Source: an optimization exercise on an open RTL-to-GDS flow (aim: small area and a short achievable clock period). Production flows keep margins and buffers that such runs may drop.
No run shown here included a check of the RTL's function; only the layout flow was run.

===== flow/config.mk =====
export PLATFORM = sky130hd
export DESIGN_NAME = mul_pipe_single
export DESIGN_NICKNAME = mul_pipe_single
export VERILOG_FILES = /design/flow/design.v
export SDC_FILE = /design/flow/constraint.sdc
export NUM_CORES = 4
export LEC_CHECK = 0
export CAP_MARGIN = 20
export CORE_MARGIN = 2
export CORE_UTILIZATION = 40
export SLEW_MARGIN = 20

===== flow/constraint.sdc =====
create_clock -name core_clock -period 10.0 [get_ports {clk}]
set_input_delay 2.0000 -clock core_clock [delete_from_list [all_inputs] [get_ports {clk}]]
set_output_delay 2.0000 -clock core_clock [all_outputs]
set_load 0.01 [all_outputs]

===== flow/design.v =====
`timescale 1ns/1ps
module mul_pipe_single #(
  parameter XLEN    = 32,
  parameter RD_BITS = 5,
  parameter TAG_W   = 4
) (
  input  wire                 clk,
  input  wire                 rst,
  input  wire                 EX_mul,
  input  wire [XLEN-1:0]      EX_mul_a,
  input  wire [XLEN-1:0]      EX_mul_b,
  input  wire [RD_BITS-1:0]   EX_mul_rd,
  input  wire [TAG_W-1:0]     EX_mul_tag,
  input  wire                 MEM_we,     
  input  wire                 MEM_jlx,    
  output wire                 mul_result_valid,
  output wire [XLEN-1:0]      mul_result,
  output wire [RD_BITS-1:0]   mul_rd,           
  output wire [TAG_W-1:0]     mul_result_tag,   
  output wire                 mul_busy,
  output wire [RD_BITS-1:0]   mul_busy_rd,
  output wire [TAG_W-1:0]     mul_busy_tag,
  output wire                 mul_wb_conflict_stall,
  output wire                 mul_issue_stall
);
  reg  [2:0]         cnt;
  reg  [31:0]        a;
  reg  [31:0]        pb;      
  reg  [3:0]         bo, bt, bn;   
  reg  [23:0]        acc;
  reg  [RD_BITS-1:0] rd;
  reg  [TAG_W-1:0]   tag;
  wire idle  = (cnt == 3'd0);
  wire valid = (cnt == 3'd5);
  assign mul_busy         = !idle;
  assign mul_result_valid = valid;
  assign mul_result       = valid ? pb  : 32'd0;
  assign mul_rd           = valid ? rd  : {RD_BITS{1'b0}};
  assign mul_result_tag   = valid ? tag : {TAG_W{1'b0}};
  assign mul_busy_rd      = mul_rd;
  assign mul_busy_tag     = mul_result_tag;
  assign mul_wb_conflict_stall = valid && (MEM_we || MEM_jlx);
  assign mul_issue_stall       = EX_mul && !idle;
  wire [8:0] nw = idle ? {EX_mul_b[7:0], 1'b0} : pb[15:7];
  wire [3:0] no, nt, nn;
  genvar gj;
  generate
    for (gj = 0; gj < 4; gj = gj + 1) begin : g_booth
      assign no[gj] = nw[2*gj] ^ nw[2*gj+1];
      assign nt[gj] = (nw[2*gj+2] & ~nw[2*gj+1] & ~nw[2*gj]) | (~nw[2*gj+2] & nw[2*gj+1] & nw[2*gj]);
      assign nn[gj] = nw[2*gj+2];
    end
  endgenerate
  wire [31:0] sa, sb, x;
  wire pp1;
  wire pp2;
  wire pp3;
  wire pp4;
  wire pp5;
  wire pp6;
  wire pp7;
  wire pp8;
  wire pp9;
  wire pp10;
  wire pp11;
  wire pp12;
  wire pp13;
  wire pp14;
  wire pp15;
  wire pp16;
  wire pp17;
  wire pp18;
  wire pp19;
  wire pp20;
  wire pp21;
  wire pp22;
  wire pp23;
  wire pp24;
  wire pp25;
  wire pp26;
  wire pp27;
  wire pp28;
  wire pp29;
  wire pp30;
  wire pp31;
  wire pp32;
  wire pp33;
  wire pp34;
  wire pp35;
  wire pp36;
  wire pp37;
  wire pp38;
  wire pp39;
  wire pp40;
  wire pp41;
  wire pp42;
  wire pp43;
  wire pp44;
  wire pp45;
  wire pp46;
  wire pp47;
  wire pp48;
  wire pp49;
  wire pp50;
  wire pp51;
  wire pp52;
  wire pp53;
  wire pp54;
  wire pp55;
  wire pp56;
  wire pp57;
  wire pp58;
  wire pp59;
  wire pp60;
  wire pp61;
  wire pp62;
  wire pp63;
  wire pp64;
  wire pp65;
  wire pp66;
  wire pp67;
  wire pp68;
  wire pp69;
  wire pp70;
  wire pp71;
  wire pp72;
  wire pp73;
  wire pp74;
  wire pp75;
  wire pp76;
  wire pp77;
  wire pp78;
  wire pp79;
  wire pp80;
  wire pp81;
  wire pp82;
  wire pp83;
  wire pp84;
  wire pp85;
  wire pp86;
  wire pp87;
  wire pp88;
  wire pp89;
  wire pp90;
  wire pp91;
  wire pp92;
  wire pp93;
  wire pp94;
  wire pp95;
  wire pp96;
  wire pp97;
  wire pp98;
  wire pp99;
  wire pp100;
  wire pp101;
  wire pp102;
  wire pp103;
  wire pp104;
  wire pp105;
  wire pp106;
  wire pp107;
  wire pp108;
  wire pp109;
  wire pp110;
  wire pp111;
  wire pp112;
  wire pp113;
  wire pp114;
  wire pp115;
  wire pp116;
  wire s117;
  wire c118;
  wire s119;
  wire c120;
  wire s121;
  wire c122;
  wire s123;
  wire c124;
  wire s125;
  wire c126;
  wire s127;
  wire c128;
  wire s129;
  wire c130;
  wire s131;
  wire c132;
  wire s133;
  wire c134;
  wire s135;
  wire c136;
  wire s137;
  wire c138;
  wire s139;
  wire c140;
  wire s141;
  wire c142;
  wire s143;
  wire c144;
  wire s145;
  wire c146;
  wire s147;
  wire c148;
  wire s149;
  wire c150;
  wire s151;
  wire c152;
  wire s153;
  wire c154;
  wire s155;
  wire c156;
  wire s157;
  wire c158;
  wire s159;
  wire c160;
  wire s161;
  wire c162;
  wire s163;
  wire c164;
  wire s165;
  wire c166;
  wire s167;
  wire c168;
  wire s169;
  wire c170;
  wire s171;
  wire c172;
  wire s173;
  wire c174;
  wire s175;
  wire c176;
  wire s177;
  wire c178;
  wire s179;
  wire c180;
  wire s181;
  wire c182;
  wire s183;
  wire c184;
  wire s185;
  wire c186;
  wire s187;
  wire c188;
  wire s189;
  wire c190;
  wire s191;
  wire c192;
  wire s193;
  wire c194;
  wire s195;
  wire c196;
  wire s197;
  wire c198;
  wire s199;
  wire c200;
  wire s201;
  wire c202;
  wire s203;
  wire c204;
  wire s205;
  wire c206;
  wire s207;
  wire c208;
  wire s209;
  wire c210;
  wire s211;
  wire c212;
  wire s213;
  wire c214;
  wire s215;
  wire c216;
  wire s217;
  wire c218;
  wire s219;
  wire c220;
  wire s221;
  wire c222;
  wire s223;
  wire c224;
  wire s225;
  wire c226;
  wire s227;
  wire c228;
  wire s229;
  wire c230;
  wire s231;
  wire c232;
  wire s233;
  wire c234;
  wire s235;
  wire c236;
  wire s237;
  wire c238;
  wire s239;
  wire c240;
  wire s241;
  wire c242;
  wire s243;
  wire c244;
  wire s245;
  wire c246;
  wire s247;
  wire c248;
  wire s249;
  wire c250;
  wire s251;
  wire c252;
  wire s253;
  wire c254;
  wire s255;
  wire c256;
  wire s257;
  wire c258;
  wire s259;
  wire c260;
  wire s261;
  wire c262;
  wire s263;
  wire c264;
  wire s265;
  wire c266;
  wire s267;
  wire c268;
  wire s269;
  wire c270;
  wire s271;
  wire c272;
  wire s273;
  wire c274;
  wire s275;
  wire c276;
  wire s277;
  wire c278;
  wire s279;
  wire c280;
  wire s281;
  wire c282;
  wire s283;
  wire c284;
  wire s285;
  wire c286;
  wire s287;
  wire c288;
  wire s289;
  wire c290;
  wire s291;
  wire c292;
  wire s293;
  wire c294;
  wire s295;
  wire c296;
  wire s297;
  wire c298;
  wire s299;
  wire c300;
  wire s301;
  wire c302;
  wire s303;
  wire c304;
  wire s305;
  wire c306;
  wire s307;
  wire c308;
  wire s309;
  wire c310;
  wire s311;
  wire c312;
  wire s313;
  wire c314;
  wire s315;
  wire c316;
  wire s317;
  wire c318;
  wire s319;
  wire c320;
  wire s321;
  wire c322;
  wire s323;
  wire c324;
  wire s325;
  wire c326;
  wire s327;
  wire c328;
  wire s329;
  wire c330;
  wire s331;
  wire c332;
  wire g333;
  wire p334;
  wire g335;
  wire p336;
  wire g337;
  wire p338;
  wire g339;
  wire p340;
  wire g341;
  wire p342;
  wire g343;
  wire p344;
  wire g345;
  wire p346;
  wire g347;
  wire p348;
  wire g349;
  wire p350;
  wire g351;
  wire p352;
  wire g353;
  wire p354;
  wire g355;
  wire p356;
  wire g357;
  wire p358;
  wire g359;
  wire p360;
  wire g361;
  wire p362;
  wire g363;
  wire p364;
  wire g365;
  wire p366;
  wire g367;
  wire p368;
  wire g369;
  wire p370;
  wire g371;
  wire p372;
  wire g373;
  wire p374;
  wire g375;
  wire p376;
  wire g377;
  wire p378;
  wire g379;
  wire p380;
  wire g381;
  wire p382;
  wire g383;
  wire p384;
  wire g385;
  wire p386;
  wire g387;
  wire p388;
  wire g389;
  wire p390;
  wire g391;
  wire p392;
  wire g393;
  wire p394;
  wire g395;
  wire p396;
  wire g397;
  wire p398;
  wire g399;
  wire p400;
  wire g401;
  wire p402;
  wire g403;
  wire p404;
  wire g405;
  wire p406;
  wire g407;
  wire p408;
  wire g409;
  wire p410;
  wire g411;
  wire p412;
  wire g413;
  wire p414;
  wire g415;
  wire p416;
  wire g417;
  wire p418;
  wire g419;
  wire p420;
  wire g421;
  wire p422;
  wire g423;
  wire p424;
  wire g425;
  wire p426;
  wire g427;
  wire p428;
  wire g429;
  wire p430;
  wire g431;
  wire p432;
  wire g433;
  wire p434;
  wire g435;
  wire p436;
  wire g437;
  wire p438;
  wire g439;
  wire p440;
  wire g441;
  wire p442;
  wire g443;
  wire p444;
  wire g445;
  wire p446;
  wire g447;
  wire p448;
  wire g449;
  wire p450;
  wire g451;
  wire p452;
  wire g453;
  wire p454;
  wire g455;
  wire p456;
  wire g457;
  wire p458;
  wire g459;
  wire p460;
  wire g461;
  wire p462;
  wire g463;
  wire p464;
  wire g465;
  wire p466;
  wire g467;
  wire p468;
  wire g469;
  wire p470;
  wire g471;
  wire p472;
  wire g473;
  wire p474;
  wire g475;
  wire p476;
  wire g477;
  wire p478;
  wire g479;
  wire p480;
  wire g481;
  wire p482;
  wire g483;
  wire p484;
  wire g485;
  wire p486;
  wire g487;
  wire p488;
  wire g489;
  wire p490;
  wire g491;
  wire p492;
  wire g493;
  wire p494;
  wire g495;
  wire p496;
  wire g497;
  wire p498;
  wire g499;
  wire p500;
  wire g501;
  wire p502;
  wire g503;
  wire p504;
  wire g505;
  wire p506;
  wire g507;
  wire p508;
  wire g509;
  wire p510;
  wire g511;
  wire p512;
  wire g513;
  wire p514;
  wire g515;
  wire p516;
  wire g517;
  wire p518;
  wire g519;
  wire p520;
  wire g521;
  wire p522;
  wire g523;
  wire p524;
  wire g525;
  wire p526;
  wire g527;
  wire p528;
  wire g529;
  wire p530;
  wire g531;
  wire p532;
  wire g533;
  wire p534;
  wire g535;
  wire p536;
  wire g537;
  wire p538;
  wire g539;
  wire p540;
  wire g541;
  wire p542;
  wire g543;
  wire p544;
  wire g545;
  wire p546;
  wire g547;
  wire p548;
  wire g549;
  wire p550;
  wire g551;
  wire p552;
  wire g553;
  wire p554;
  wire g555;
  wire p556;
  assign pp1 = (bo[0] & a[0]) ^ bn[0];
  assign pp2 = ((bo[0] & a[1]) | (bt[0] & a[0])) ^ bn[0];
  assign pp3 = ((bo[0] & a[2]) | (bt[0] & a[1])) ^ bn[0];
  assign pp4 = ((bo[0] & a[3]) | (bt[0] & a[2])) ^ bn[0];
  assign pp5 = ((bo[0] & a[4]) | (bt[0] & a[3])) ^ bn[0];
  assign pp6 = ((bo[0] & a[5]) | (bt[0] & a[4])) ^ bn[0];
  assign pp7 = ((bo[0] & a[6]) | (bt[0] & a[5])) ^ bn[0];
  assign pp8 = ((bo[0] & a[7]) | (bt[0] & a[6])) ^ bn[0];
  assign pp9 = ((bo[0] & a[8]) | (bt[0] & a[7])) ^ bn[0];
  assign pp10 = ((bo[0] & a[9]) | (bt[0] & a[8])) ^ bn[0];
  assign pp11 = ((bo[0] & a[10]) | (bt[0] & a[9])) ^ bn[0];
  assign pp12 = ((bo[0] & a[11]) | (bt[0] & a[10])) ^ bn[0];
  assign pp13 = ((bo[0] & a[12]) | (bt[0] & a[11])) ^ bn[0];
  assign pp14 = ((bo[0] & a[13]) | (bt[0] & a[12])) ^ bn[0];
  assign pp15 = ((bo[0] & a[14]) | (bt[0] & a[13])) ^ bn[0];
  assign pp16 = ((bo[0] & a[15]) | (bt[0] & a[14])) ^ bn[0];
  assign pp17 = ((bo[0] & a[16]) | (bt[0] & a[15])) ^ bn[0];
  assign pp18 = ((bo[0] & a[17]) | (bt[0] & a[16])) ^ bn[0];
  assign pp19 = ((bo[0] & a[18]) | (bt[0] & a[17])) ^ bn[0];
  assign pp20 = ((bo[0] & a[19]) | (bt[0] & a[18])) ^ bn[0];
  assign pp21 = ((bo[0] & a[20]) | (bt[0] & a[19])) ^ bn[0];
  assign pp22 = ((bo[0] & a[21]) | (bt[0] & a[20])) ^ bn[0];
  assign pp23 = ((bo[0] & a[22]) | (bt[0] & a[21])) ^ bn[0];
  assign pp24 = ((bo[0] & a[23]) | (bt[0] & a[22])) ^ bn[0];
  assign pp25 = ((bo[0] & a[24]) | (bt[0] & a[23])) ^ bn[0];
  assign pp26 = ((bo[0] & a[25]) | (bt[0] & a[24])) ^ bn[0];
  assign pp27 = ((bo[0] & a[26]) | (bt[0] & a[25])) ^ bn[0];
  assign pp28 = ((bo[0] & a[27]) | (bt[0] & a[26])) ^ bn[0];
  assign pp29 = ((bo[0] & a[28]) | (bt[0] & a[27])) ^ bn[0];
  assign pp30 = ((bo[0] & a[29]) | (bt[0] & a[28])) ^ bn[0];
  assign pp31 = ((bo[0] & a[30]) | (bt[0] & a[29])) ^ bn[0];
  assign pp32 = ((bo[0] & a[31]) | (bt[0] & a[30])) ^ bn[0];
  assign pp33 = (bo[1] & a[0]) ^ bn[1];
  assign pp34 = ((bo[1] & a[1]) | (bt[1] & a[0])) ^ bn[1];
  assign pp35 = ((bo[1] & a[2]) | (bt[1] & a[1])) ^ bn[1];
  assign pp36 = ((bo[1] & a[3]) | (bt[1] & a[2])) ^ bn[1];
  assign pp37 = ((bo[1] & a[4]) | (bt[1] & a[3])) ^ bn[1];
  assign pp38 = ((bo[1] & a[5]) | (bt[1] & a[4])) ^ bn[1];
  assign pp39 = ((bo[1] & a[6]) | (bt[1] & a[5])) ^ bn[1];
  assign pp40 = ((bo[1] & a[7]) | (bt[1] & a[6])) ^ bn[1];
  assign pp41 = ((bo[1] & a[8]) | (bt[1] & a[7])) ^ bn[1];
  assign pp42 = ((bo[1] & a[9]) | (bt[1] & a[8])) ^ bn[1];
  assign pp43 = ((bo[1] & a[10]) | (bt[1] & a[9])) ^ bn[1];
  assign pp44 = ((bo[1] & a[11]) | (bt[1] & a[10])) ^ bn[1];
  assign pp45 = ((bo[1] & a[12]) | (bt[1] & a[11])) ^ bn[1];
  assign pp46 = ((bo[1] & a[13]) | (bt[1] & a[12])) ^ bn[1];
  assign pp47 = ((bo[1] & a[14]) | (bt[1] & a[13])) ^ bn[1];
  assign pp48 = ((bo[1] & a[15]) | (bt[1] & a[14])) ^ bn[1];
  assign pp49 = ((bo[1] & a[16]) | (bt[1] & a[15])) ^ bn[1];
  assign pp50 = ((bo[1] & a[17]) | (bt[1] & a[16])) ^ bn[1];
  assign pp51 = ((bo[1] & a[18]) | (bt[1] & a[17])) ^ bn[1];
  assign pp52 = ((bo[1] & a[19]) | (bt[1] & a[18])) ^ bn[1];
  assign pp53 = ((bo[1] & a[20]) | (bt[1] & a[19])) ^ bn[1];
  assign pp54 = ((bo[1] & a[21]) | (bt[1] & a[20])) ^ bn[1];
  assign pp55 = ((bo[1] & a[22]) | (bt[1] & a[21])) ^ bn[1];
  assign pp56 = ((bo[1] & a[23]) | (bt[1] & a[22])) ^ bn[1];
  assign pp57 = ((bo[1] & a[24]) | (bt[1] & a[23])) ^ bn[1];
  assign pp58 = ((bo[1] & a[25]) | (bt[1] & a[24])) ^ bn[1];
  assign pp59 = ((bo[1] & a[26]) | (bt[1] & a[25])) ^ bn[1];
  assign pp60 = ((bo[1] & a[27]) | (bt[1] & a[26])) ^ bn[1];
  assign pp61 = ((bo[1] & a[28]) | (bt[1] & a[27])) ^ bn[1];
  assign pp62 = ((bo[1] & a[29]) | (bt[1] & a[28])) ^ bn[1];
  assign pp63 = (bo[2] & a[0]) ^ bn[2];
  assign pp64 = ((bo[2] & a[1]) | (bt[2] & a[0])) ^ bn[2];
  assign pp65 = ((bo[2] & a[2]) | (bt[2] & a[1])) ^ bn[2];
  assign pp66 = ((bo[2] & a[3]) | (bt[2] & a[2])) ^ bn[2];
  assign pp67 = ((bo[2] & a[4]) | (bt[2] & a[3])) ^ bn[2];
  assign pp68 = ((bo[2] & a[5]) | (bt[2] & a[4])) ^ bn[2];
  assign pp69 = ((bo[2] & a[6]) | (bt[2] & a[5])) ^ bn[2];
  assign pp70 = ((bo[2] & a[7]) | (bt[2] & a[6])) ^ bn[2];
  assign pp71 = ((bo[2] & a[8]) | (bt[2] & a[7])) ^ bn[2];
  assign pp72 = ((bo[2] & a[9]) | (bt[2] & a[8])) ^ bn[2];
  assign pp73 = ((bo[2] & a[10]) | (bt[2] & a[9])) ^ bn[2];
  assign pp74 = ((bo[2] & a[11]) | (bt[2] & a[10])) ^ bn[2];
  assign pp75 = ((bo[2] & a[12]) | (bt[2] & a[11])) ^ bn[2];
  assign pp76 = ((bo[2] & a[13]) | (bt[2] & a[12])) ^ bn[2];
  assign pp77 = ((bo[2] & a[14]) | (bt[2] & a[13])) ^ bn[2];
  assign pp78 = ((bo[2] & a[15]) | (bt[2] & a[14])) ^ bn[2];
  assign pp79 = ((bo[2] & a[16]) | (bt[2] & a[15])) ^ bn[2];
  assign pp80 = ((bo[2] & a[17]) | (bt[2] & a[16])) ^ bn[2];
  assign pp81 = ((bo[2] & a[18]) | (bt[2] & a[17])) ^ bn[2];
  assign pp82 = ((bo[2] & a[19]) | (bt[2] & a[18])) ^ bn[2];
  assign pp83 = ((bo[2] & a[20]) | (bt[2] & a[19])) ^ bn[2];
  assign pp84 = ((bo[2] & a[21]) | (bt[2] & a[20])) ^ bn[2];
  assign pp85 = ((bo[2] & a[22]) | (bt[2] & a[21])) ^ bn[2];
  assign pp86 = ((bo[2] & a[23]) | (bt[2] & a[22])) ^ bn[2];
  assign pp87 = ((bo[2] & a[24]) | (bt[2] & a[23])) ^ bn[2];
  assign pp88 = ((bo[2] & a[25]) | (bt[2] & a[24])) ^ bn[2];
  assign pp89 = ((bo[2] & a[26]) | (bt[2] & a[25])) ^ bn[2];
  assign pp90 = ((bo[2] & a[27]) | (bt[2] & a[26])) ^ bn[2];
  assign pp91 = (bo[3] & a[0]) ^ bn[3];
  assign pp92 = ((bo[3] & a[1]) | (bt[3] & a[0])) ^ bn[3];
  assign pp93 = ((bo[3] & a[2]) | (bt[3] & a[1])) ^ bn[3];
  assign pp94 = ((bo[3] & a[3]) | (bt[3] & a[2])) ^ bn[3];
  assign pp95 = ((bo[3] & a[4]) | (bt[3] & a[3])) ^ bn[3];
  assign pp96 = ((bo[3] & a[5]) | (bt[3] & a[4])) ^ bn[3];
  assign pp97 = ((bo[3] & a[6]) | (bt[3] & a[5])) ^ bn[3];
  assign pp98 = ((bo[3] & a[7]) | (bt[3] & a[6])) ^ bn[3];
  assign pp99 = ((bo[3] & a[8]) | (bt[3] & a[7])) ^ bn[3];
  assign pp100 = ((bo[3] & a[9]) | (bt[3] & a[8])) ^ bn[3];
  assign pp101 = ((bo[3] & a[10]) | (bt[3] & a[9])) ^ bn[3];
  assign pp102 = ((bo[3] & a[11]) | (bt[3] & a[10])) ^ bn[3];
  assign pp103 = ((bo[3] & a[12]) | (bt[3] & a[11])) ^ bn[3];
  assign pp104 = ((bo[3] & a[13]) | (bt[3] & a[12])) ^ bn[3];
  assign pp105 = ((bo[3] & a[14]) | (bt[3] & a[13])) ^ bn[3];
  assign pp106 = ((bo[3] & a[15]) | (bt[3] & a[14])) ^ bn[3];
  assign pp107 = ((bo[3] & a[16]) | (bt[3] & a[15])) ^ bn[3];
  assign pp108 = ((bo[3] & a[17]) | (bt[3] & a[16])) ^ bn[3];
  assign pp109 = ((bo[3] & a[18]) | (bt[3] & a[17])) ^ bn[3];
  assign pp110 = ((bo[3] & a[19]) | (bt[3] & a[18])) ^ bn[3];
  assign pp111 = ((bo[3] & a[20]) | (bt[3] & a[19])) ^ bn[3];
  assign pp112 = ((bo[3] & a[21]) | (bt[3] & a[20])) ^ bn[3];
  assign pp113 = ((bo[3] & a[22]) | (bt[3] & a[21])) ^ bn[3];
  assign pp114 = ((bo[3] & a[23]) | (bt[3] & a[22])) ^ bn[3];
  assign pp115 = ((bo[3] & a[24]) | (bt[3] & a[23])) ^ bn[3];
  assign pp116 = ((bo[3] & a[25]) | (bt[3] & a[24])) ^ bn[3];
  assign s117 = acc[4] ^ pp5;
  assign c118 = acc[4] & pp5;
  assign s119 = acc[5] ^ pp6;
  assign c120 = acc[5] & pp6;
  assign s121 = acc[6] ^ pp7 ^ pp37;
  assign c122 = (acc[6] & pp7) | (acc[6] & pp37) | (pp7 & pp37);
  assign s123 = pp65 ^ pp91;
  assign c124 = pp65 & pp91;
  assign s125 = acc[7] ^ pp8 ^ pp38;
  assign c126 = (acc[7] & pp8) | (acc[7] & pp38) | (pp8 & pp38);
  assign s127 = pp66 ^ pp92;
  assign c128 = pp66 & pp92;
  assign s129 = acc[8] ^ pp9 ^ pp39;
  assign c130 = (acc[8] & pp9) | (acc[8] & pp39) | (pp9 & pp39);
  assign s131 = pp67 ^ pp93;
  assign c132 = pp67 & pp93;
  assign s133 = acc[9] ^ pp10 ^ pp40;
  assign c134 = (acc[9] & pp10) | (acc[9] & pp40) | (pp10 & pp40);
  assign s135 = pp68 ^ pp94;
  assign c136 = pp68 & pp94;
  assign s137 = acc[10] ^ pp11 ^ pp41;
  assign c138 = (acc[10] & pp11) | (acc[10] & pp41) | (pp11 & pp41);
  assign s139 = pp69 ^ pp95;
  assign c140 = pp69 & pp95;
  assign s141 = acc[11] ^ pp12 ^ pp42;
  assign c142 = (acc[11] & pp12) | (acc[11] & pp42) | (pp12 & pp42);
  assign s143 = pp70 ^ pp96;
  assign c144 = pp70 & pp96;
  assign s145 = acc[12] ^ pp13 ^ pp43;
  assign c146 = (acc[12] & pp13) | (acc[12] & pp43) | (pp13 & pp43);
  assign s147 = pp71 ^ pp97;
  assign c148 = pp71 & pp97;
  assign s149 = acc[13] ^ pp14 ^ pp44;
  assign c150 = (acc[13] & pp14) | (acc[13] & pp44) | (pp14 & pp44);
  assign s151 = pp72 ^ pp98;
  assign c152 = pp72 & pp98;
  assign s153 = acc[14] ^ pp15 ^ pp45;
  assign c154 = (acc[14] & pp15) | (acc[14] & pp45) | (pp15 & pp45);
  assign s155 = pp73 ^ pp99;
  assign c156 = pp73 & pp99;
  assign s157 = acc[15] ^ pp16 ^ pp46;
  assign c158 = (acc[15] & pp16) | (acc[15] & pp46) | (pp16 & pp46);
  assign s159 = pp74 ^ pp100;
  assign c160 = pp74 & pp100;
  assign s161 = acc[16] ^ pp17 ^ pp47;
  assign c162 = (acc[16] & pp17) | (acc[16] & pp47) | (pp17 & pp47);
  assign s163 = pp75 ^ pp101;
  assign c164 = pp75 & pp101;
  assign s165 = acc[17] ^ pp18 ^ pp48;
  assign c166 = (acc[17] & pp18) | (acc[17] & pp48) | (pp18 & pp48);
  assign s167 = pp76 ^ pp102;
  assign c168 = pp76 & pp102;
  assign s169 = acc[18] ^ pp19 ^ pp49;
  assign c170 = (acc[18] & pp19) | (acc[18] & pp49) | (pp19 & pp49);
  assign s171 = pp77 ^ pp103;
  assign c172 = pp77 & pp103;
  assign s173 = acc[19] ^ pp20 ^ pp50;
  assign c174 = (acc[19] & pp20) | (acc[19] & pp50) | (pp20 & pp50);
  assign s175 = pp78 ^ pp104;
  assign c176 = pp78 & pp104;
  assign s177 = acc[20] ^ pp21 ^ pp51;
  assign c178 = (acc[20] & pp21) | (acc[20] & pp51) | (pp21 & pp51);
  assign s179 = pp79 ^ pp105;
  assign c180 = pp79 & pp105;
  assign s181 = acc[21] ^ pp22 ^ pp52;
  assign c182 = (acc[21] & pp22) | (acc[21] & pp52) | (pp22 & pp52);
  assign s183 = pp80 ^ pp106;
  assign c184 = pp80 & pp106;
  assign s185 = acc[22] ^ pp23 ^ pp53;
  assign c186 = (acc[22] & pp23) | (acc[22] & pp53) | (pp23 & pp53);
  assign s187 = pp81 ^ pp107;
  assign c188 = pp81 & pp107;
  assign s189 = acc[23] ^ pp24 ^ pp54;
  assign c190 = (acc[23] & pp24) | (acc[23] & pp54) | (pp24 & pp54);
  assign s191 = pp82 ^ pp108;
  assign c192 = pp82 & pp108;
  assign s193 = pp25 ^ pp55 ^ pp83;
  assign c194 = (pp25 & pp55) | (pp25 & pp83) | (pp55 & pp83);
  assign s195 = pp26 ^ pp56;
  assign c196 = pp26 & pp56;
  assign s197 = pp27 ^ pp57;
  assign c198 = pp27 & pp57;
  assign s199 = pp28 ^ pp58;
  assign c200 = pp28 & pp58;
  assign s201 = pp29 ^ pp59;
  assign c202 = pp29 & pp59;
  assign s203 = pp30 ^ pp60;
  assign c204 = pp30 & pp60;
  assign s205 = pp31 ^ pp61;
  assign c206 = pp31 & pp61;
  assign s207 = pp32 ^ pp62;
  assign c208 = pp32 & pp62;
  assign s209 = acc[2] ^ pp3;
  assign c210 = acc[2] & pp3;
  assign s211 = acc[3] ^ pp4;
  assign c212 = acc[3] & pp4;
  assign s213 = pp35 ^ pp63 ^ bn[2];
  assign c214 = (pp35 & pp63) | (pp35 & bn[2]) | (pp63 & bn[2]);
  assign s215 = pp36 ^ pp64 ^ s119;
  assign c216 = (pp36 & pp64) | (pp36 & s119) | (pp64 & s119);
  assign s217 = bn[3] ^ s121 ^ s123;
  assign c218 = (bn[3] & s121) | (bn[3] & s123) | (s121 & s123);
  assign s219 = s125 ^ s127 ^ c122;
  assign c220 = (s125 & s127) | (s125 & c122) | (s127 & c122);
  assign s221 = s129 ^ s131 ^ c126;
  assign c222 = (s129 & s131) | (s129 & c126) | (s131 & c126);
  assign s223 = s133 ^ s135 ^ c130;
  assign c224 = (s133 & s135) | (s133 & c130) | (s135 & c130);
  assign s225 = s137 ^ s139 ^ c134;
  assign c226 = (s137 & s139) | (s137 & c134) | (s139 & c134);
  assign s227 = s141 ^ s143 ^ c138;
  assign c228 = (s141 & s143) | (s141 & c138) | (s143 & c138);
  assign s229 = s145 ^ s147 ^ c142;
  assign c230 = (s145 & s147) | (s145 & c142) | (s147 & c142);
  assign s231 = s149 ^ s151 ^ c146;
  assign c232 = (s149 & s151) | (s149 & c146) | (s151 & c146);
  assign s233 = s153 ^ s155 ^ c150;
  assign c234 = (s153 & s155) | (s153 & c150) | (s155 & c150);
  assign s235 = s157 ^ s159 ^ c154;
  assign c236 = (s157 & s159) | (s157 & c154) | (s159 & c154);
  assign s237 = s161 ^ s163 ^ c158;
  assign c238 = (s161 & s163) | (s161 & c158) | (s163 & c158);
  assign s239 = s165 ^ s167 ^ c162;
  assign c240 = (s165 & s167) | (s165 & c162) | (s167 & c162);
  assign s241 = s169 ^ s171 ^ c166;
  assign c242 = (s169 & s171) | (s169 & c166) | (s171 & c166);
  assign s243 = s173 ^ s175 ^ c170;
  assign c244 = (s173 & s175) | (s173 & c170) | (s175 & c170);
  assign s245 = s177 ^ s179 ^ c174;
  assign c246 = (s177 & s179) | (s177 & c174) | (s179 & c174);
  assign s247 = s181 ^ s183 ^ c178;
  assign c248 = (s181 & s183) | (s181 & c178) | (s183 & c178);
  assign s249 = s185 ^ s187 ^ c182;
  assign c250 = (s185 & s187) | (s185 & c182) | (s187 & c182);
  assign s251 = s189 ^ s191 ^ c186;
  assign c252 = (s189 & s191) | (s189 & c186) | (s191 & c186);
  assign s253 = pp109 ^ s193 ^ c190;
  assign c254 = (pp109 & s193) | (pp109 & c190) | (s193 & c190);
  assign s255 = pp84 ^ pp110 ^ s195;
  assign c256 = (pp84 & pp110) | (pp84 & s195) | (pp110 & s195);
  assign s257 = pp85 ^ pp111 ^ s197;
  assign c258 = (pp85 & pp111) | (pp85 & s197) | (pp111 & s197);
  assign s259 = pp86 ^ pp112 ^ s199;
  assign c260 = (pp86 & pp112) | (pp86 & s199) | (pp112 & s199);
  assign s261 = pp87 ^ pp113 ^ s201;
  assign c262 = (pp87 & pp113) | (pp87 & s201) | (pp113 & s201);
  assign s263 = pp88 ^ pp114 ^ s203;
  assign c264 = (pp88 & pp114) | (pp88 & s203) | (pp114 & s203);
  assign s265 = pp89 ^ pp115 ^ s205;
  assign c266 = (pp89 & pp115) | (pp89 & s205) | (pp115 & s205);
  assign s267 = pp90 ^ pp116 ^ s207;
  assign c268 = (pp90 & pp116) | (pp90 & s207) | (pp116 & s207);
  assign s269 = acc[0] ^ pp1;
  assign c270 = acc[0] & pp1;
  assign s271 = acc[1] ^ pp2;
  assign c272 = acc[1] & pp2;
  assign s273 = pp33 ^ bn[1] ^ s209;
  assign c274 = (pp33 & bn[1]) | (pp33 & s209) | (bn[1] & s209);
  assign s275 = pp34 ^ s211 ^ c210;
  assign c276 = (pp34 & s211) | (pp34 & c210) | (s211 & c210);
  assign s277 = s117 ^ s213 ^ c212;
  assign c278 = (s117 & s213) | (s117 & c212) | (s213 & c212);
  assign s279 = c118 ^ s215 ^ c214;
  assign c280 = (c118 & s215) | (c118 & c214) | (s215 & c214);
  assign s281 = c120 ^ s217 ^ c216;
  assign c282 = (c120 & s217) | (c120 & c216) | (s217 & c216);
  assign s283 = c124 ^ s219 ^ c218;
  assign c284 = (c124 & s219) | (c124 & c218) | (s219 & c218);
  assign s285 = c128 ^ s221 ^ c220;
  assign c286 = (c128 & s221) | (c128 & c220) | (s221 & c220);
  assign s287 = c132 ^ s223 ^ c222;
  assign c288 = (c132 & s223) | (c132 & c222) | (s223 & c222);
  assign s289 = c136 ^ s225 ^ c224;
  assign c290 = (c136 & s225) | (c136 & c224) | (s225 & c224);
  assign s291 = c140 ^ s227 ^ c226;
  assign c292 = (c140 & s227) | (c140 & c226) | (s227 & c226);
  assign s293 = c144 ^ s229 ^ c228;
  assign c294 = (c144 & s229) | (c144 & c228) | (s229 & c228);
  assign s295 = c148 ^ s231 ^ c230;
  assign c296 = (c148 & s231) | (c148 & c230) | (s231 & c230);
  assign s297 = c152 ^ s233 ^ c232;
  assign c298 = (c152 & s233) | (c152 & c232) | (s233 & c232);
  assign s299 = c156 ^ s235 ^ c234;
  assign c300 = (c156 & s235) | (c156 & c234) | (s235 & c234);
  assign s301 = c160 ^ s237 ^ c236;
  assign c302 = (c160 & s237) | (c160 & c236) | (s237 & c236);
  assign s303 = c164 ^ s239 ^ c238;
  assign c304 = (c164 & s239) | (c164 & c238) | (s239 & c238);
  assign s305 = c168 ^ s241 ^ c240;
  assign c306 = (c168 & s241) | (c168 & c240) | (s241 & c240);
  assign s307 = c172 ^ s243 ^ c242;
  assign c308 = (c172 & s243) | (c172 & c242) | (s243 & c242);
  assign s309 = c176 ^ s245 ^ c244;
  assign c310 = (c176 & s245) | (c176 & c244) | (s245 & c244);
  assign s311 = c180 ^ s247 ^ c246;
  assign c312 = (c180 & s247) | (c180 & c246) | (s247 & c246);
  assign s313 = c184 ^ s249 ^ c248;
  assign c314 = (c184 & s249) | (c184 & c248) | (s249 & c248);
  assign s315 = c188 ^ s251 ^ c250;
  assign c316 = (c188 & s251) | (c188 & c250) | (s251 & c250);
  assign s317 = c192 ^ s253 ^ c252;
  assign c318 = (c192 & s253) | (c192 & c252) | (s253 & c252);
  assign s319 = c194 ^ s255 ^ c254;
  assign c320 = (c194 & s255) | (c194 & c254) | (s255 & c254);
  assign s321 = c196 ^ s257 ^ c256;
  assign c322 = (c196 & s257) | (c196 & c256) | (s257 & c256);
  assign s323 = c198 ^ s259 ^ c258;
  assign c324 = (c198 & s259) | (c198 & c258) | (s259 & c258);
  assign s325 = c200 ^ s261 ^ c260;
  assign c326 = (c200 & s261) | (c200 & c260) | (s261 & c260);
  assign s327 = c202 ^ s263 ^ c262;
  assign c328 = (c202 & s263) | (c202 & c262) | (s263 & c262);
  assign s329 = c204 ^ s265 ^ c264;
  assign c330 = (c204 & s265) | (c204 & c264) | (s265 & c264);
  assign s331 = c206 ^ s267 ^ c266;
  assign c332 = (c206 & s267) | (c206 & c266) | (s267 & c266);
  assign sa = {s331, s329, s327, s325, s323, s321, s319, s317, s315, s313, s311, s309, s307, s305, s303, s301, s299, s297, s295, s293, s291, s289, s287, s285, s283, s281, s279, s277, s275, s273, s271, bn[0]};
  assign sb = {c330, c328, c326, c324, c322, c320, c318, c316, c314, c312, c310, c308, c306, c304, c302, c300, c298, c296, c294, c292, c290, c288, c286, c284, c282, c280, c278, c276, c274, c272, c270, s269};
  assign g333 = (sa[0] & sb[0]);
  assign p334 = (sa[0] ^ sb[0]);
  assign g335 = (sa[1] & sb[1]);
  assign p336 = (sa[1] ^ sb[1]);
  assign g337 = (sa[2] & sb[2]);
  assign p338 = (sa[2] ^ sb[2]);
  assign g339 = (sa[3] & sb[3]);
  assign p340 = (sa[3] ^ sb[3]);
  assign g341 = (sa[4] & sb[4]);
  assign p342 = (sa[4] ^ sb[4]);
  assign g343 = (sa[5] & sb[5]);
  assign p344 = (sa[5] ^ sb[5]);
  assign g345 = (sa[6] & sb[6]);
  assign p346 = (sa[6] ^ sb[6]);
  assign g347 = (sa[7] & sb[7]);
  assign p348 = (sa[7] ^ sb[7]);
  assign g349 = (sa[8] & sb[8]);
  assign p350 = (sa[8] ^ sb[8]);
  assign g351 = (sa[9] & sb[9]);
  assign p352 = (sa[9] ^ sb[9]);
  assign g353 = (sa[10] & sb[10]);
  assign p354 = (sa[10] ^ sb[10]);
  assign g355 = (sa[11] & sb[11]);
  assign p356 = (sa[11] ^ sb[11]);
  assign g357 = (sa[12] & sb[12]);
  assign p358 = (sa[12] ^ sb[12]);
  assign g359 = (sa[13] & sb[13]);
  assign p360 = (sa[13] ^ sb[13]);
  assign g361 = (sa[14] & sb[14]);
  assign p362 = (sa[14] ^ sb[14]);
  assign g363 = (sa[15] & sb[15]);
  assign p364 = (sa[15] ^ sb[15]);
  assign g365 = (sa[16] & sb[16]);
  assign p366 = (sa[16] ^ sb[16]);
  assign g367 = (sa[17] & sb[17]);
  assign p368 = (sa[17] ^ sb[17]);
  assign g369 = (sa[18] & sb[18]);
  assign p370 = (sa[18] ^ sb[18]);
  assign g371 = (sa[19] & sb[19]);
  assign p372 = (sa[19] ^ sb[19]);
  assign g373 = (sa[20] & sb[20]);
  assign p374 = (sa[20] ^ sb[20]);
  assign g375 = (sa[21] & sb[21]);
  assign p376 = (sa[21] ^ sb[21]);
  assign g377 = (sa[22] & sb[22]);
  assign p378 = (sa[22] ^ sb[22]);
  assign g379 = (sa[23] & sb[23]);
  assign p380 = (sa[23] ^ sb[23]);
  assign g381 = (sa[24] & sb[24]);
  assign p382 = (sa[24] ^ sb[24]);
  assign g383 = (sa[25] & sb[25]);
  assign p384 = (sa[25] ^ sb[25]);
  assign g385 = (sa[26] & sb[26]);
  assign p386 = (sa[26] ^ sb[26]);
  assign g387 = (sa[27] & sb[27]);
  assign p388 = (sa[27] ^ sb[27]);
  assign g389 = (sa[28] & sb[28]);
  assign p390 = (sa[28] ^ sb[28]);
  assign g391 = (sa[29] & sb[29]);
  assign p392 = (sa[29] ^ sb[29]);
  assign g393 = (sa[30] & sb[30]);
  assign p394 = (sa[30] ^ sb[30]);
  assign g395 = (sa[31] & sb[31]);
  assign p396 = (sa[31] ^ sb[31]);
  assign g397 = g335 | (p336 & g333);
  assign p398 = p336 & p334;
  assign g399 = g339 | (p340 & g337);
  assign p400 = p340 & p338;
  assign g401 = g343 | (p344 & g341);
  assign p402 = p344 & p342;
  assign g403 = g347 | (p348 & g345);
  assign p404 = p348 & p346;
  assign g405 = g351 | (p352 & g349);
  assign p406 = p352 & p350;
  assign g407 = g355 | (p356 & g353);
  assign p408 = p356 & p354;
  assign g409 = g359 | (p360 & g357);
  assign p410 = p360 & p358;
  assign g411 = g363 | (p364 & g361);
  assign p412 = p364 & p362;
  assign g413 = g367 | (p368 & g365);
  assign p414 = p368 & p366;
  assign g415 = g371 | (p372 & g369);
  assign p416 = p372 & p370;
  assign g417 = g375 | (p376 & g373);
  assign p418 = p376 & p374;
  assign g419 = g379 | (p380 & g377);
  assign p420 = p380 & p378;
  assign g421 = g383 | (p384 & g381);
  assign p422 = p384 & p382;
  assign g423 = g387 | (p388 & g385);
  assign p424 = p388 & p386;
  assign g425 = g391 | (p392 & g389);
  assign p426 = p392 & p390;
  assign g427 = g395 | (p396 & g393);
  assign p428 = p396 & p394;
  assign g429 = g337 | (p338 & g397);
  assign p430 = p338 & p398;
  assign g431 = g399 | (p400 & g397);
  assign p432 = p400 & p398;
  assign g433 = g345 | (p346 & g401);
  assign p434 = p346 & p402;
  assign g435 = g403 | (p404 & g401);
  assign p436 = p404 & p402;
  assign g437 = g353 | (p354 & g405);
  assign p438 = p354 & p406;
  assign g439 = g407 | (p408 & g405);
  assign p440 = p408 & p406;
  assign g441 = g361 | (p362 & g409);
  assign p442 = p362 & p410;
  assign g443 = g411 | (p412 & g409);
  assign p444 = p412 & p410;
  assign g445 = g369 | (p370 & g413);
  assign p446 = p370 & p414;
  assign g447 = g415 | (p416 & g413);
  assign p448 = p416 & p414;
  assign g449 = g377 | (p378 & g417);
  assign p450 = p378 & p418;
  assign g451 = g419 | (p420 & g417);
  assign p452 = p420 & p418;
  assign g453 = g385 | (p386 & g421);
  assign p454 = p386 & p422;
  assign g455 = g423 | (p424 & g421);
  assign p456 = p424 & p422;
  assign g457 = g393 | (p394 & g425);
  assign p458 = p394 & p426;
  assign g459 = g427 | (p428 & g425);
  assign p460 = p428 & p426;
  assign g461 = g341 | (p342 & g431);
  assign p462 = p342 & p432;
  assign g463 = g401 | (p402 & g431);
  assign p464 = p402 & p432;
  assign g465 = g433 | (p434 & g431);
  assign p466 = p434 & p432;
  assign g467 = g435 | (p436 & g431);
  assign p468 = p436 & p432;
  assign g469 = g357 | (p358 & g439);
  assign p470 = p358 & p440;
  assign g471 = g409 | (p410 & g439);
  assign p472 = p410 & p440;
  assign g473 = g441 | (p442 & g439);
  assign p474 = p442 & p440;
  assign g475 = g443 | (p444 & g439);
  assign p476 = p444 & p440;
  assign g477 = g373 | (p374 & g447);
  assign p478 = p374 & p448;
  assign g479 = g417 | (p418 & g447);
  assign p480 = p418 & p448;
  assign g481 = g449 | (p450 & g447);
  assign p482 = p450 & p448;
  assign g483 = g451 | (p452 & g447);
  assign p484 = p452 & p448;
  assign g485 = g389 | (p390 & g455);
  assign p486 = p390 & p456;
  assign g487 = g425 | (p426 & g455);
  assign p488 = p426 & p456;
  assign g489 = g457 | (p458 & g455);
  assign p490 = p458 & p456;
  assign g491 = g459 | (p460 & g455);
  assign p492 = p460 & p456;
  assign g493 = g349 | (p350 & g467);
  assign p494 = p350 & p468;
  assign g495 = g405 | (p406 & g467);
  assign p496 = p406 & p468;
  assign g497 = g437 | (p438 & g467);
  assign p498 = p438 & p468;
  assign g499 = g439 | (p440 & g467);
  assign p500 = p440 & p468;
  assign g501 = g469 | (p470 & g467);
  assign p502 = p470 & p468;
  assign g503 = g471 | (p472 & g467);
  assign p504 = p472 & p468;
  assign g505 = g473 | (p474 & g467);
  assign p506 = p474 & p468;
  assign g507 = g475 | (p476 & g467);
  assign p508 = p476 & p468;
  assign g509 = g381 | (p382 & g483);
  assign p510 = p382 & p484;
  assign g511 = g421 | (p422 & g483);
  assign p512 = p422 & p484;
  assign g513 = g453 | (p454 & g483);
  assign p514 = p454 & p484;
  assign g515 = g455 | (p456 & g483);
  assign p516 = p456 & p484;
  assign g517 = g485 | (p486 & g483);
  assign p518 = p486 & p484;
  assign g519 = g487 | (p488 & g483);
  assign p520 = p488 & p484;
  assign g521 = g489 | (p490 & g483);
  assign p522 = p490 & p484;
  assign g523 = g491 | (p492 & g483);
  assign p524 = p492 & p484;
  assign g525 = g365 | (p366 & g507);
  assign p526 = p366 & p508;
  assign g527 = g413 | (p414 & g507);
  assign p528 = p414 & p508;
  assign g529 = g445 | (p446 & g507);
  assign p530 = p446 & p508;
  assign g531 = g447 | (p448 & g507);
  assign p532 = p448 & p508;
  assign g533 = g477 | (p478 & g507);
  assign p534 = p478 & p508;
  assign g535 = g479 | (p480 & g507);
  assign p536 = p480 & p508;
  assign g537 = g481 | (p482 & g507);
  assign p538 = p482 & p508;
  assign g539 = g483 | (p484 & g507);
  assign p540 = p484 & p508;
  assign g541 = g509 | (p510 & g507);
  assign p542 = p510 & p508;
  assign g543 = g511 | (p512 & g507);
  assign p544 = p512 & p508;
  assign g545 = g513 | (p514 & g507);
  assign p546 = p514 & p508;
  assign g547 = g515 | (p516 & g507);
  assign p548 = p516 & p508;
  assign g549 = g517 | (p518 & g507);
  assign p550 = p518 & p508;
  assign g551 = g519 | (p520 & g507);
  assign p552 = p520 & p508;
  assign g553 = g521 | (p522 & g507);
  assign p554 = p522 & p508;
  assign g555 = g523 | (p524 & g507);
  assign p556 = p524 & p508;
  assign x[0] = p334 ^ 1'b0;
  assign x[1] = p336 ^ g333;
  assign x[2] = p338 ^ g397;
  assign x[3] = p340 ^ g429;
  assign x[4] = p342 ^ g431;
  assign x[5] = p344 ^ g461;
  assign x[6] = p346 ^ g463;
  assign x[7] = p348 ^ g465;
  assign x[8] = p350 ^ g467;
  assign x[9] = p352 ^ g493;
  assign x[10] = p354 ^ g495;
  assign x[11] = p356 ^ g497;
  assign x[12] = p358 ^ g499;
  assign x[13] = p360 ^ g501;
  assign x[14] = p362 ^ g503;
  assign x[15] = p364 ^ g505;
  assign x[16] = p366 ^ g507;
  assign x[17] = p368 ^ g525;
  assign x[18] = p370 ^ g527;
  assign x[19] = p372 ^ g529;
  assign x[20] = p374 ^ g531;
  assign x[21] = p376 ^ g533;
  assign x[22] = p378 ^ g535;
  assign x[23] = p380 ^ g537;
  assign x[24] = p382 ^ g539;
  assign x[25] = p384 ^ g541;
  assign x[26] = p386 ^ g543;
  assign x[27] = p388 ^ g545;
  assign x[28] = p390 ^ g547;
  assign x[29] = p392 ^ g549;
  assign x[30] = p394 ^ g551;
  assign x[31] = p396 ^ g553;
  always @(posedge clk) begin
    if (rst) cnt <= 3'd0;
    else if (idle) cnt <= EX_mul ? 3'd1 : 3'd0;
    else if (valid) cnt <= 3'd0;
    else cnt <= cnt + 3'd1;
    bo <= no;
    bt <= nt;
    bn <= nn;
    if (idle) begin
      a     <= EX_mul_a;
      pb    <= EX_mul_b;
      rd    <= EX_mul_rd;
      tag   <= EX_mul_tag;
      acc   <= 24'd0;
    end else begin
      pb    <= {x[7:0], pb[31:8]};
      acc   <= x[31:8];
    end
  end
endmodule

===== flow/flow/run.sh =====
#!/bin/bash
# Layout flow: the standard ORFS flow (standard.sh, unchanged synthesis), with
#  - port buffers made of plain buffers instead of the delay cells buffer_ports picks by default
set -euo pipefail
cd "$(dirname "$0")/.."
source flow/params.sh
export BUFFER_PORTS_ARGS
export SETUP_SLACK_MARGIN
bash standard.sh > standard.log 2>&1

===== flow/flow/params.sh =====
BUFFER_PORTS_ARGS="-buffer_cell sky130_fd_sc_hd__buf_2"
SETUP_SLACK_MARGIN=5.6

===== flow/standard.sh =====
#!/bin/bash
# synth_recipe.tcl (not shown) runs the flow's synth.tcl, then flattens the netlist and writes it again
# the make line also repeats each setting of config.mk as NAME=value (left out here)
make -C /OpenROAD-flow-scripts/flow DESIGN_CONFIG=/design/flow/config.mk WORK_HOME=/design/flow/orfs CLKGATE_MAP_FILE= SYNTH_SCRIPT=/design/flow/synth_recipe.tcl "${@:-finish}"

==> flow_summary.toml, run 1 <==
[finish]
syn2layout_area_growth_pct = 18.6
nets = 1329
post-route-cell-area_mm2 = 0.0112
layout.cells.most_common_list = "130 x sky130_fd_sc_hd__buf_2, 129 x sky130_fd_sc_hd__inv_1, 106 x sky130_fd_sc_hd__xnor2_1"
final_common_cell = "sky130_fd_sc_hd__buf_2"
layoutNonFillerInstCount = 1434
seqCellArea_mm2 = 0.00261
multi_input_area_mm2 = 0.00626
proportion_of_layout_cells_with_a_drive_suffix_above_1_pct = 23.2
antenna_cells_inserted = 0
number_of_filler_cells_placed_in_the_layout = 2213
fin_util_pct = 48.0

[setup_path]
crit_required_ns = 10.22
critical_path_arrival_ns = 4.93
worst_r2r_path_depth = 16
cp-start-kind = "flip-flop"
crit_path_max_fanout = 4
path_class = "reg -> reg"
worstSetupEndpointType = "flip-flop"

[hold_path]
whs_path_depth = 2
hp-class = "reg -> reg"

[clock_network]
clock_latency_ns = 0.36
clk_pin_slew_ns = 0.08
clock-sinks = 108
cts.path.max_buffers = 2
tritoncts.num_buffers = 9
htree_num_levels = 3
cts_tree = "built"
ctsRootBufferMaster = "sky130_fd_sc_hd__clkbuf_16"

[routing]
via_per_inst = 5.21
drc = 0
initialDrtViolationCount = 464
via_count = 7471
first_pass_iteration_count_of_the_detailed_router = 5
drtAntennaViolNets = 0
route.final.wire_length_um = 25100
wl_per_cell_um = 17.5

[floorplan]
die_area_mm2 = 0.0248
num_rows = 56
io_pins = 132
coreArea_mm2 = 0.0233
starting_density_of_the_core_pct = 40.4
floorplan_die_width_um = 158
die_height_um = 158

[global_routing]
number_of_global_route_vias_before_repair = 7441
grt-ovfl-total = 0
grt_start_max_net_pins = 68
global_route.usage.total_pct = 20.3
grt_antenna_before_repair = 0
grt_pass1_wl_um = 39400

[timing]
fin_setup_tns_ns = 0
least_margin_pin_slew_ns = 0.860
slew_viol_final = 0
timing.final.setup_violations = 0
hold-worst-slack_ns = 0.437
timing.max_slew.rel_slack_pct = 42.7
timing_hold_violations_final = 0
fin_worst_skew_ns = 0.00832
finalWorstPathRequiredPeriod_ns = 4.71
worst_slack_ns = 5.29
layout_worst_path_cycle_share_pct = 47.1
fmax_ghz = 0.212
rsz0062_at_grt = "yes"

[synth]
synth_edf_count = 41
post_synth_main_area_contributors = "sky130_fd_sc_hd__fa_1 17%, sky130_fd_sc_hd__dfxtp_1 14%, sky130_fd_sc_hd__edfxtp_1 13%, sky130_fd_sc_hd__xnor2_1 9.9%, sky130_fd_sc_hd__a22oi_1 8.9%"
yosys_register_bits = 108
predominant_post_synthesis_flop_cell = "sky130_fd_sc_hd__dfxtp_1"
synth_largest_area_cell = "sky130_fd_sc_hd__fa_1"
synth_seq_area_share_pct = 27.3
ys_warn_count = 1
synth_cells = 1011
netlist.area_leader.share_pct = 16.6
netlist_area_mm2 = 0.00943
syn_area_per_cell_um2 = 9.33
synth_nets = 1230
yosysUniqueCellTypes = 49
fraction_of_registers_with_async_set_or_reset_after_synthesis_pct = 0

[placed_design]
detailed_place.area_mm2 = 0.0103
place_worst_setup_slack_ns = 4.76
place.gp.congestion = 0.836
dpl.hpwl_um = 17800
placed_cells = 1384
port_buffers = 131

[flow_run]
max-cap-violations = 0

[run_status]
run_status = "finished clean"
[sequential cells by signal (all words and copies together), names as in the netlist]
signal	count
a	32
bo	4
pb	32
cnt	3
acc	24
tag	4
rd	5
bt	4
[cell type report]
type	instances	share of cell area, %
inverter	132	4.44
tap	319	3.57
multi-input combinational	681	55.9
timing repair buffer	178	9.87
clock buffer	12	2.39
clock inverter	4	0.481
sequential	108	23.3
[repair_timing]
action	CTS	global route
setup buffers	17	16
resized for setup	42	40
hold buffers	0	0
endpoints found under the hold margin	0	0
gates cloned	0	1
setup endpoints to repair	27	24
pin swaps	8	21
[Yosys cell counts, types with 2 or more instances]
| cell | count |
|---|---|
| sky130_fd_sc_hd__a21boi_0 | 3 |
| sky130_fd_sc_hd__nand2_1 | 90 |
| sky130_fd_sc_hd__a211oi_1 | 5 |
| sky130_fd_sc_hd__a21oi_1 | 16 |
| sky130_fd_sc_hd__o21bai_1 | 4 |
| sky130_fd_sc_hd__nor2_1 | 32 |
| sky130_fd_sc_hd__clkbuf_2 | 15 |
| sky130_fd_sc_hd__a21o_1 | 9 |
| sky130_fd_sc_hd__nor3_1 | 19 |
| sky130_fd_sc_hd__or3_1 | 4 |
| sky130_fd_sc_hd__o21a_1 | 10 |
| sky130_fd_sc_hd__fa_1 | 78 |
| sky130_fd_sc_hd__nor3b_1 | 2 |
| sky130_fd_sc_hd__clkbuf_1 | 43 |
| sky130_fd_sc_hd__buf_4 | 10 |
| sky130_fd_sc_hd__and3_1 | 44 |
| sky130_fd_sc_hd__xor2_1 | 28 |
| sky130_fd_sc_hd__buf_1 | 22 |
| sky130_fd_sc_hd__edfxtp_1 | 41 |
| sky130_fd_sc_hd__o211ai_1 | 2 |
| sky130_fd_sc_hd__nand2b_1 | 2 |
| sky130_fd_sc_hd__o31ai_1 | 4 |
| sky130_fd_sc_hd__mux2i_1 | 6 |
| sky130_fd_sc_hd__dfxtp_1 | 67 |
| sky130_fd_sc_hd__a31oi_1 | 2 |
| sky130_fd_sc_hd__xnor2_1 | 107 |
| sky130_fd_sc_hd__o21ai_0 | 10 |
| sky130_fd_sc_hd__and2_1 | 5 |
| sky130_fd_sc_hd__nand4_1 | 3 |
| sky130_fd_sc_hd__inv_1 | 132 |
| sky130_fd_sc_hd__ha_1 | 63 |
| sky130_fd_sc_hd__or2_2 | 2 |
| sky130_fd_sc_hd__nand3_1 | 4 |
| sky130_fd_sc_hd__a22oi_1 | 112 |
[metal layers]
metal	share of wire (%)	vias up	global-route usage, %
li1	-	3546	-
met1	45	3632	27.7
met2	47	273	33.4
met3	6.4	20	3.36
met4	1.2	0	5.15
met5	0	-	0
[critical path: stages (launching register included)]
cell                        delay [ns]
sky130_fd_sc_hd__edfxtp_1         0.51
sky130_fd_sc_hd__a22oi_2          0.28
sky130_fd_sc_hd__xnor2_2          0.11
sky130_fd_sc_hd__fa_1             0.55
sky130_fd_sc_hd__inv_1            0.05
sky130_fd_sc_hd__fa_1             0.50
sky130_fd_sc_hd__inv_2            0.04
sky130_fd_sc_hd__fa_1             0.48
sky130_fd_sc_hd__ha_4             0.28
sky130_fd_sc_hd__a2111oi_4        0.28
sky130_fd_sc_hd__o21ai_1          0.13
sky130_fd_sc_hd__a311o_1          0.35
sky130_fd_sc_hd__or4_4            0.49
sky130_fd_sc_hd__buf_4            0.17
sky130_fd_sc_hd__a31oi_2          0.14
sky130_fd_sc_hd__xor2_1           0.16
sky130_fd_sc_hd__nor2_1           0.05
[path summary, 6_finish.rpt]
path | start | to | slack, ns
worst max-delay path | a[7]$_DFFE_PP_ | acc[18]$_SDFF_PP0_ | 5.29
worst min-delay path | pb[16]$_DFF_P_ | pb[8]$_DFF_P_ | 0.44
worst max register to register | a[7]$_DFFE_PP_ | acc[18]$_SDFF_PP0_ | 5.29
worst min register to register | pb[16]$_DFF_P_ | pb[8]$_DFF_P_ | 0.44
[logic make-up after synthesis]
family | share of synthesized area [%]
buffers and inverters | 9.43
and+or+nand+nor | 10.5
AOI/OAI and AO/OA | 14.6
adders and majority gates | 24.9
xor gates and xnor gates | 12.5
DFF | 27.3
muxes | 0.756
==> run 2: changes to the inputs <==
==> flow/run.sh (new file) <==
#!/bin/bash
# synth_recipe.tcl (not shown) runs the flow's synth.tcl, then flattens the netlist and writes it again
# the make line also repeats each setting of config.mk as NAME=value (left out here)
make -C /OpenROAD-flow-scripts/flow DESIGN_CONFIG=/design/flow/config.mk WORK_HOME=/design/flow/orfs CLKGATE_MAP_FILE= SYNTH_SCRIPT=/design/flow/synth_recipe.tcl finish
--- a/flow/config.mk
+++ b/flow/config.mk
@@ -8,4 +8,5 @@
 export CAP_MARGIN = 20
 export CORE_MARGIN = 2
 export CORE_UTILIZATION = 40
+export SETUP_SLACK_MARGIN = 5
 export SLEW_MARGIN = 20
removed: flow/flow/run.sh
removed: flow/flow/params.sh
removed: flow/standard.sh
==> run 2 against run 1 <==
Global-route usage rose by 0.10 points. Critical path depth is 13 lower. Critical path type is now in -> out. Critical endpoint is now mul_issue_stall. Largest cell class unchanged.
==> flow_summary.toml, run 2 <==
[synth]
synth_fa_ha_area_share_pct = 24.9
fraction_of_registers_with_async_set_or_reset_after_synthesis_pct = 0
predominant_post_synthesis_flop_cell = "sky130_fd_sc_hd__dfxtp_1"
netlist_area_mm2 = 0.00943
yosysUniqueCellTypes = 49
netlist.area_leader.share_pct = 16.6
synth_nets = 1230
synth_top_family_by_area = "adder cells"
synth_largest_area_cell = "sky130_fd_sc_hd__fa_1"
post_synth_main_area_contributors = "sky130_fd_sc_hd__fa_1 17%, sky130_fd_sc_hd__dfxtp_1 14%, sky130_fd_sc_hd__edfxtp_1 13%, sky130_fd_sc_hd__xnor2_1 9.9%, sky130_fd_sc_hd__a22oi_1 8.9%"
synth_compound_area_share_pct = 14.6
synth_edf_count = 41
synth_simple_gate_area_share_pct = 10.5
synth_seq_area_share_pct = 27.3
synth_cells = 1011
syn_area_per_cell_um2 = 9.33
post_synth_mux_area_share_pct = 0.756
ys_warn_count = 1
yosysMostFrequentCell = "sky130_fd_sc_hd__inv_1"
synth_top_cells_by_count = "132 x sky130_fd_sc_hd__inv_1, 112 x sky130_fd_sc_hd__a22oi_1, 107 x sky130_fd_sc_hd__xnor2_1"
yosys_register_bits = 108
synthXorXnorAreaFrac_pct = 12.5

[timing]
layout_worst_path_cycle_share_pct = 48.8
hold-worst-slack_ns = 0.447
fmax_ghz = 0.205
fin_worst_skew_ns = 0.0124
least_margin_pin_slew_ns = 0.920
finalWorstPathRequiredPeriod_ns = 4.88
timing.max_slew.rel_slack_pct = 38.7
slew_viol_final = 0
fin_setup_tns_ns = 0
timing_hold_violations_final = 0
timing.final.setup_violations = 0
rsz0062_at_grt = "no"
worst_slack_ns = 5.12

[finish]
final_common_cell = "sky130_fd_sc_hd__inv_1"
fin_util_pct = 49.1
nets = 1317
layout.cells.most_common_list = "131 x sky130_fd_sc_hd__inv_1, 129 x sky130_fd_sc_hd__clkdlybuf4s50_1, 110 x sky130_fd_sc_hd__a22oi_1"
antenna_cells_inserted = 0
syn2layout_area_growth_pct = 21.5
layoutNonFillerInstCount = 1422
post-route-cell-area_mm2 = 0.0115
proportion_of_layout_cells_with_a_drive_suffix_above_1_pct = 6.62
reg_top3 = "a x32, pb x32, acc x24"

[placed_design]
placed_cells = 1387
detailed_place.area_mm2 = 0.0109
place.gp.congestion = 0.836
port_buffers = 131
dpl.hpwl_um = 17900
place_worst_setup_slack_ns = 4.69

[clock_network]
ctsRootBufferMaster = "sky130_fd_sc_hd__clkbuf_16"
cts.path.max_buffers = 2
tritoncts.num_buffers = 9
clock-sinks = 108
clk_pin_slew_ns = 0.08
clock_latency_ns = 0.37
htree_num_levels = 3
cts_hold_buffers = 0
cts_tree = "built"

[floorplan]
starting_density_of_the_core_pct = 40.4
floorplan_die_width_um = 158
die_height_um = 158
coreArea_mm2 = 0.0233
io_pins = 132
die_area_mm2 = 0.0248
num_rows = 56

[routing]
drc = 0
route.final.wire_length_um = 24500
wl_per_cell_um = 17.2
via_count = 7315
via_per_inst = 5.14
first_pass_iteration_count_of_the_detailed_router = 5
drtAntennaViolNets = 0
initialDrtViolationCount = 412

[setup_path]
cp-start-kind = "input pin"
worstPathBufferInverterCount = 2
worstSetupEndpointType = "output port"
worst_path_dominant_cell_family = "buffers and inverters"
path_class = "in -> out"
slowest_delay_ns = 0.49
crit_required_ns = 8.00
crit_path_max_fanout = 2
critical_path_arrival_ns = 2.88
worst_path_cell_trace = "clkdlybuf4s50_1 -> and2_1 -> dlygate4sd2_1"
worst_path_max_delay_cell = "sky130_fd_sc_hd__clkdlybuf4s50_1"

[global_routing]
grt-ovfl-total = 0
number_of_global_route_vias_before_repair = 7364
grt_start_max_net_pins = 54
global_route.usage.total_pct = 20.4
grt_antenna_before_repair = 0
grt_pass1_wl_um = 39100

[run_status]
run_status = "finished clean"

[flow_run]
max-cap-violations = 0

[hold_path]
hp-class = "reg -> reg"
==> run 2: what timing repair did <==
item	CTS	global route
hold endpoints to repair	0	0
gates cloned	0	1
buffers inserted	0	18
resized for setup	10	24
setup endpoints to repair	20	14
pin swaps	0	3
==> run 2: cells by family after synthesis <==
group | count (synthesis)
buffers and inverters | 222
and+or+nand+nor | 210
AOI/OAI and AO/OA | 188
adders and majority gates | 141
xor gates and xnor gates | 135
DFF | 108
muxes | 7
==> run 2: cell type report <==
| cell class | count | area [µm²] |
|---|---|---|
| timing repair buffer | 166 | 1650 |
| tap | 319 | 399 |
| multi-input combinational | 681 | 6030 |
| clock buffer | 9 | 225 |
| fill | 2201 | 11900 |
| clock inverter | 7 | 65.1 |
| sequential | 108 | 2590 |
| inverter | 132 | 497 |
==> run 2: path summary, 6_finish.rpt <==
kind,from,to,slack [ns],depth (start not counted)
min reg2reg,pb[17]$_DFF_P_,pb[9]$_DFF_P_,0.45,2
max,EX_mul,mul_issue_stall,5.12,3
max reg2reg,a[5]$_DFFE_PP_,acc[21]$_SDFF_PP0_,5.19,16
min,pb[17]$_DFF_P_,pb[9]$_DFF_P_,0.45,2
==> run 2: worst reg2reg max path: stages, from the launching register on <==
cell and delay, ns:
sky130_fd_sc_hd__edfxtp_1 0.49, sky130_fd_sc_hd__buf_4 0.20, sky130_fd_sc_hd__a22oi_1 0.21, sky130_fd_sc_hd__xnor2_1 0.17
sky130_fd_sc_hd__fa_1 0.44, sky130_fd_sc_hd__inv_1 0.12, sky130_fd_sc_hd__fa_1 0.45, sky130_fd_sc_hd__fa_1 0.52
sky130_fd_sc_hd__inv_1 0.04, sky130_fd_sc_hd__ha_1 0.33, sky130_fd_sc_hd__a21oi_2 0.17, sky130_fd_sc_hd__o21ai_1 0.09
sky130_fd_sc_hd__a311o_1 0.45, sky130_fd_sc_hd__or4_4 0.50, sky130_fd_sc_hd__a31oi_4 0.26, sky130_fd_sc_hd__xor2_1 0.18
sky130_fd_sc_hd__nor2_1 0.06
==> run 2: metal layers <==
metal  wire length (µm)  vias up  GRT usage [%]  part of all wire, %
li1                   -     3526              -                    -
met1              11200     3561           27.2                   46
met2              11500      210           33.4                   47
met3               1460       18           4.32                  6.0
met4                277        0           5.89                  1.1
met5                  0        -              0                    0

re-timing with driven ports:
Ports are ideal in the flow. The routed layouts listed here were re-timed in OpenROAD. Step 1 (the two cells are an assumption about what drives the block):
set clk [get_ports {clk}]
set_driving_cell -lib_cell sky130_fd_sc_hd__clkbuf_16 $clk
set_driving_cell -lib_cell sky130_fd_sc_hd__buf_2 [delete_from_list [all_inputs] $clk]
Step 2 moves the port delays by t, midway between the first and last clock arrival at a register: inputs arrive t later, outputs are due t later. That takes back most of the time a late clock gives input paths. Slacks: ideal / step 1 / step 2; pairs: ideal / step 1.
run	shift t [ns]	slack for setup (ns)	worst register clock-pin slew, ns	worst slew at a driven data input, ns
run 1	0.401	5.286 / 5.286 / 5.286	0.08 / 0.08	0.05
run 2	0.407	5.117 / 5.094 / 5.094	0.09 / 0.09	0.07
After both steps setup and hold are still met in every run listed. The setup slack of run 2, which loses most, moves by -0.023 ns with the drivers and by -0.023 ns with both steps.
